This is an optimization exercise on Yosys and OpenROAD, whose aim is small area, not a production implementation.

==> flow/design.v <==
module gshare
	#(  parameter GH_WIDTH = 8,
		parameter PC_WIDTH = 32,
		parameter INDEX_W  = 8
	)
	(
	input clk,ares,sync_reset,
	input [PC_WIDTH-1:0] instr_data,
	input instr_valid,
	input [INDEX_W-1:0] pred_result_idx,
	input pred_result_data,
	input pred_result_valid,
	output [INDEX_W+1-1:0] pred_data,
	output pred_valid
);
	localparam N = 256;
	reg [N-1:0] dir_n;
	reg [N-1:0] str;
	reg [7:0] ghist;
	wire [7:0] idx = instr_data[7:0] ^ ghist;
	wire [7:0] lo_sel = 8'd1 << idx[2:0];
	wire [31:0] grp;
	genvar g, k;
	generate for (g = 0; g < 32; g = g + 1) begin : prd
		assign grp[g] = |(lo_sel & dir_n[g*8 +: 8]);
	end endgenerate
	assign pred_data = {idx, ~grp[idx[7:3]]};
	assign pred_valid = instr_valid;
	wire [15:0] row = {15'd0, pred_result_valid} << pred_result_idx[7:4];
	wire [15:0] col = 16'd1 << pred_result_idx[3:0];
	wire [15:0] row_s = row | {16{sync_reset}};
	wire [15:0] col_s = col | {16{sync_reset}};
	wire [N-1:0] we;
	generate for (g = 0; g < 16; g = g + 1) begin : r
		for (k = 0; k < 16; k = k + 1) begin : c
			assign we[g*16+k] = row_s[g] & col_s[k];
		end
	end endgenerate
	wire cur_dir = |(we & ~dir_n);
	wire new_str = ~sync_reset & (cur_dir ~^ pred_result_data);
	wire new_dir_n = ~sync_reset & ~pred_result_data;
	integer i;
	always @(posedge clk or posedge ares) begin
		if (ares) begin
			dir_n <= {N{1'b0}};
			str <= {N{1'b0}};
		end else begin
			for (i = 0; i < N; i = i + 1) begin
				if (we[i]) str[i] <= new_str;
				if (we[i] & ~(str[i] & ~sync_reset)) dir_n[i] <= new_dir_n;
			end
		end
	end
	always @(posedge clk or posedge ares) begin
		if (ares) ghist <= 8'd0;
		else if (sync_reset) ghist <= 8'd0;
		else if (pred_result_valid) ghist <= {ghist[6:0], pred_result_data};
	end
endmodule
export LEC_CHECK = 0
export CAP_MARGIN = 20
export CORE_MARGIN = 2
export CORE_UTILIZATION = 50
export CTS_BUF_LIST = sky130_fd_sc_hd__clkbuf_8
export CTS_CLUSTER_DIAMETER = 60
export CTS_CLUSTER_SIZE = 14
export PLACE_DENSITY = 0.6
export SLEW_MARGIN = 20
create_clock -name core_clock -period 9.0 [get_ports {clk}]
standard.sh (not shown) runs the stock make flow with config.mk's settings and CLKGATE_MAP_FILE= SYNTH_SCRIPT=/design/flow/synth_recipe.tcl, a recipe that flattens the netlist after the stock synthesis.
==> flow/flow/run.sh <==
#!/bin/bash
set -euo pipefail
W=$(pwd)
# synthesis script: synth_recipe.tcl, sourcing a copy of ORFS synth.tcl whose
# abc call uses our script
sed "s#log_cmd abc {\*}\$abc_args#log_cmd abc -script $W/flow/abc.script {*}[lrange \$abc_args 2 end]#" \
  "$FLOW_HOME/scripts/synth.tcl" > "$W/area_synth_main.tcl"
grep -q "flow/abc.script" "$W/area_synth_main.tcl"
sed "s#\$::env(SCRIPTS_DIR)/synth.tcl#$W/area_synth_main.tcl#" "$W/synth_recipe.tcl" > "$W/area_synth.tcl"
grep -q "area_synth_main.tcl" "$W/area_synth.tcl"
sed "s#SYNTH_SCRIPT=[^ ]*#SYNTH_SCRIPT=$W/area_synth.tcl#" "$W/standard.sh" > "$W/area_standard.sh"
grep -q "area_synth.tcl" "$W/area_standard.sh"
bash "$W/area_standard.sh" finish > "$W/flow_make.log" 2>&1
==> flow/flow/abc.script <==
strash
&get -n
&st
&synch2
&nf -a -R 1000
&st
&synch2
&nf -a -R 1000
&put
Then changed:
- CTS_BUF_LIST: sky130_fd_sc_hd__clkbuf_8 -> sky130_fd_sc_hd__clkbuf_16
- CTS_CLUSTER_DIAMETER: 60 -> 80
- CTS_CLUSTER_SIZE: 14 -> 28
What happened: Count of clock-buffer cells in the layout fell by 24; area after synthesis stays the same; final cell count fell by 0.41%; die area is unchanged; synthesized cell count does not change; setup slack barely changes; clock skew stays flat.
Function was not checked in any run of this note: the RTL went through the layout flow alone.

-- static timing again, ports no longer ideal --
No port has a modelled driver above. Below, the same layouts with a new extraction and two added sets of constraints. Step 1, drivers: a clkbuf_16 drives clk and a buf_2 each remaining input, both assumed. Step 2 times the ports against the registers' clock, not the clock port: input delays grow and output delays shrink by t, the midpoint of the rising clock arrivals with the driver on. Three values: ideal, step 1, step 2; two values: the first two.
run | t, ns | setup WS [ns] | worst setup path at the end
the first run | 0.718 | 0.646 / 0.622 / 0.622 | input to output
the second run | 0.686 | 0.647 / 0.622 / 0.622 | input to output
After both steps setup and hold are still met in every run listed. For the second run, which loses most, drivers alone change the setup slack by -0.025 ns; drivers and shift together by -0.025 ns.
